Source: an optimization exercise on an open RTL-to-GDS flow (aim: small area). Production flows keep margins and buffers that such runs may drop. Only simulation tests tie the RTL to the original design; equivalence was not proved. No driver is modelled on the clock port, so clocking that relies on it looks cheaper here than on a real chip.

v39:
==> flow/design.v (excerpt) <==
module i2c_wrapper #(
    parameter ADDR_WIDTH = 8,
    parameter DATA_WIDTH = 32
)(
    input  logic                    pclk,
    input  logic                    presetn,
    input  logic [ADDR_WIDTH-1:0]   paddr,
    input  logic                    psel,
    input  logic                    penable,
    input  logic                    pwrite,
    input  logic [DATA_WIDTH-1:0]   pwdata,
    output logic [DATA_WIDTH-1:0]   prdata,
    output logic                    pready,
    output logic                    pslverr,
    input  logic                    sda_in,
    output logic                    sda_out,
    output wire                     scl
);
    wire a_ctl = (paddr == 8'h00);
    wire a_adr = (paddr == 8'h04);
    wire a_reg = (paddr == 8'h08);
    wire a_din = (paddr == 8'h0C);
    wire a_out = (paddr == 8'h10);
    wire a_sts = (paddr == 8'h14);
    wire a_ok  = a_ctl | a_adr | a_reg | a_din | a_out | a_sts;
    wire acc = psel & penable;
    wire wr  = acc & pwrite;
    assign pready  = acc;
    assign pslverr = acc & (~a_ok | (pwrite & (a_out | a_sts)));
    reg  [3:1]  ctrl;                  
    reg  [31:0] r_adr, r_reg, r_din;   
    reg  [31:0] r_out;                 
    reg         v_adr, v_reg, v_din, v_out;
    reg         st_busy, st_err;       
    wire op   = ctrl[1];
    wire mode = ctrl[2];
    always @(posedge pclk or negedge presetn) begin
        if (!presetn) begin
            ctrl  <= 3'd0;
            v_adr <= 1'b0;
            v_reg <= 1'b0;
            v_din <= 1'b0;
        end else begin
            if (wr & a_ctl) ctrl[3:1] <= pwdata[3:1];
            if (wr & a_adr) v_adr <= 1'b1;
            if (wr & a_reg) v_reg <= 1'b1;
            if (wr & a_din) v_din <= 1'b1;
        end
    end
    always @(posedge pclk) begin
        if (wr & a_adr) r_adr <= pwdata;
        if (wr & a_reg) r_reg <= pwdata;
        if (wr & a_din) r_din <= pwdata;
    end
    localparam [3:0] IDLE = 4'd0,  START = 4'd1,  SLV  = 4'd2,  ACK_SA = 4'd3,
                     REG  = 4'd4,  ACK_RA = 4'd5, WRD  = 4'd6,  ACK_WR = 4'd7,
                     RDD  = 4'd8,  MACK = 4'd9,   MNACK = 4'd10, STOP = 4'd11,
                     ACK_N = 4'd12,    
                     PRE = 4'd13;      
    reg [3:0] state;
    reg [3:0] bitcnt;
    reg [1:0] byte_idx;
  ...
==> flow/config.mk <==
export PLATFORM = sky130hd
export DESIGN_NAME = i2c_wrapper
export DESIGN_NICKNAME = i2c_wrapper
export VERILOG_FILES = /design/flow/design.v
export SDC_FILE = /design/flow/constraint.sdc
export NUM_CORES = 4
export LEC_CHECK = 0
export CAP_MARGIN = 0
export CORE_MARGIN = 2
export CORE_UTILIZATION = 60
export SLEW_MARGIN = 0
==> flow/constraint.sdc <==
create_clock -name core_clock -period 10.0 [get_ports {pclk}]
set_input_delay 2.0000 -clock core_clock [delete_from_list [all_inputs] [get_ports {pclk}]]
set_output_delay 2.0000 -clock core_clock [all_outputs]
set_load 0.01 [all_outputs]
standard.sh (not shown) runs the stock make flow with config.mk's settings and CLKGATE_MAP_FILE= SYNTH_SCRIPT=/design/flow/synth_recipe.tcl, a recipe that flattens the netlist after the stock synthesis.
==> flow/flow/run.sh <==
#!/bin/bash
# Layout flow: the standard flow (standard.sh) with these changes.
#  1. After the standard synthesis, the combinational cells are mapped again
#     by ABC with an area-oriented script (flow/area.abc). The flip-flops
#     are black boxes in that step, so every register keeps its instance
#     name and cell type from the standard synthesis.
#  2. The ports are buffered with sky130_fd_sc_hd__buf_1.
#  3. The clock tree is built by flow/clock_tree.tcl (two balanced buffer
#     levels: one root buffer fed by the clock port, one leaf buffer per
#     group of nearby flip-flops), sourced at the start of ORFS's CTS step;
#     TritonCTS is then pointed at the clock port net only, which now has a
#     single sink, so it adds nothing. The rest of the CTS step (placement
#     legalisation, timing repair) runs as usual.
# Each tool's output goes to a log file of its own in this folder.
set -euo pipefail
LIB=$FLOW_HOME/platforms/sky130hd/lib/sky130_fd_sc_hd__tt_025C_1v80.lib
R=orfs/results/sky130hd/i2c_wrapper/base
DU=$(grep -A40 "DONT_USE_CELLS +=" $FLOW_HOME/platforms/sky130hd/config.mk | grep -oE "sky130_fd_sc_hd__[a-z0-9_]+" | sed 's/^/-dont_use /' | tr '\n' ' ')
export CLK_PORT=$(sed -n 's/.*create_clock.*get_ports {*\([A-Za-z0-9_]*\)}*.*/\1/p' constraint.sdc | head -1)

bash standard.sh synth > 1_standard_synth.log 2>&1
cp $R/1_2_yosys.v std_synth.v
python3 flow/comb_lib.py $LIB comb.lib > 2_comb_lib.log 2>&1
yosys -p "read_liberty comb.lib; read_liberty -lib -nooverwrite $LIB; \
  read_verilog std_synth.v; hierarchy -check -top $FLOW_TOP; flatten; rename -hide w:*.*; \
  hierarchy -top $FLOW_TOP; read_liberty -lib -nooverwrite $LIB; opt -purge; \
  abc -liberty $LIB $DU -script flow/area.abc; opt_clean -purge; \
  setundef -zero; \
  hilomap -singleton -hicell sky130_fd_sc_hd__conb_1 HI -locell sky130_fd_sc_hd__conb_1 LO; \
  insbuf -buf sky130_fd_sc_hd__buf_4 A X; opt_clean -purge; \
  check -assert -mapped; stat -liberty $LIB; \
  write_verilog -noattr -nohex -nodec reabc.v" > 3_reabc_yosys.log 2>&1
cp reabc.v $R/1_2_yosys.v
bash standard.sh 'BUFFER_PORTS_ARGS=-buffer_cell sky130_fd_sc_hd__buf_1' \
  "PRE_CTS_TCL=$PWD/flow/clock_tree.tcl" \
  "CTS_ARGS=-clk_nets $CLK_PORT -buf_list sky130_fd_sc_hd__clkbuf_4" \
  finish > 4_standard_finish.log 2>&1
Other scripts of this flow, unchanged in this note and not shown: flow/flow/area.abc, flow/flow/clock_tree.tcl, flow/flow/comb_lib.py
Inputs modified between v39 and v29:
-- flow/design.v --
<<< v39, line 32
    reg  [31:0] r_out;                 
    reg         v_adr, v_reg, v_din, v_out;
    reg         st_busy, st_err;       
    wire op   = ctrl[1];
    wire mode = ctrl[2];
>>> v29, line 32
    reg  [31:0] r_out;                 
    reg         v_adr, v_reg, v_din, v_out;
    reg         st_err;                
    wire op   = ctrl[1];
    wire mode = ctrl[2];
<<< v39, line 76
    wire bit_last = bitcnt[3];
    always @(posedge pclk) begin
        if (!busy | term) s <= 7'd1;
        else              s <= {s[5:0], s[6] ^ s[5]};
        if (!busy)        q <= 2'd0;
>>> v29, line 76
    wire bit_last = bitcnt[3];
    always @(posedge pclk) begin
        if (!busy | (term & ~((state == STOP) & (q == 2'd3)))) s <= 7'd1;
        else              s <= {s[5:0], s[6] ^ s[5]};
        if (!busy)        q <= 2'd0;
<<< v39, line 198
    always @(posedge pclk) begin
        if ((state == MNACK) & clk4) r_out <= buf_q;
        st_busy <= busy;
        st_err  <= ack_err;
    end
>>> v29, line 198
    always @(posedge pclk) begin
        if ((state == MNACK) & clk4) r_out <= buf_q;
        st_err  <= ack_err;
    end
<<< v39, line 205
                 ((state == STOP) ? (q[1] | (q[0] & ~s_first))
                                  : (q[1] & (q[0] | ~s_first)));
    wire sda_en = ~(~busy | (state == ACK_SA) | (state == ACK_RA) |
                    (state == ACK_WR) | (state == ACK_N) | (state == RDD) |
                    ((state == START) & (q == 2'd0) & s_first));
    assign sda_out = ~sda_en | sda_t;
    wire s_adr = a_adr & v_adr;
    wire s_reg = a_reg & v_reg;
>>> v29, line 204
                 ((state == STOP) ? (q[1] | (q[0] & ~s_first))
                                  : (q[1] & (q[0] | ~s_first)));
    wire first  = (q == 2'd0) & s_first;
    wire sda_en = ~(~busy | (state == ACK_SA) | (state == ACK_RA) |
                    (state == ACK_WR) | (state == ACK_N) | (state == RDD) |
                    ((state == START) & first));
    assign sda_out = ~sda_en | sda_t;
    wire st_busy = busy ? ~((state == START) & first) : s[1];
    wire s_adr = a_adr & v_adr;
    wire s_reg = a_reg & v_reg;
Results
- v39 reports its critical-path cell with the highest stage delay as nor3b_2 while v29 reports buf_4.
- Summary: with v39 as the reference, post-detailed-placement cell area in v29 moved up slightly.
- Compared with v39, v29 shows final area higher by 0.54%.
- Per the comparison of v29 with v39, post-route fraction of the period consumed by the critical path shrank by 3.6 points; post-route non-filler standard cell count went down by 9.
- v29 vs v39 — post-route worst hold slack rose 7.0 ps.

==> port drivers added, routing unchanged <==
The flow's constraints put no driver on any port. The routed layouts listed below were extracted and timed again, unchanged, in two steps.
Step 1: set_driving_cell puts a clkbuf_16 on pclk and a buf_2 on each other input, an assumption about the parent block.
Step 2 moves the port delays by t, midway between the first and last clock arrival at a register: inputs arrive t later, outputs are due t later. That takes back most of the time a late clock gives input paths.
a / b / c = ideal ports / drivers / drivers and shift; a / b = the first two.
| run | t (ns) | setup WS [ns] | worst slew at a driven data input, ns | cell pins on the clock port's net |
|---|---|---|---|---|
| v39 | 0.436 | 3.433 / 3.413 / 3.413 | 0.06 | 1 |
| v29 | 0.446 | 3.790 / 3.763 / 3.763 | 0.05 | 1 |
After both steps every run listed still meets setup and hold. The setup slack of v29, which loses most, moves by -0.027 ns with the drivers and by -0.027 ns with both steps.
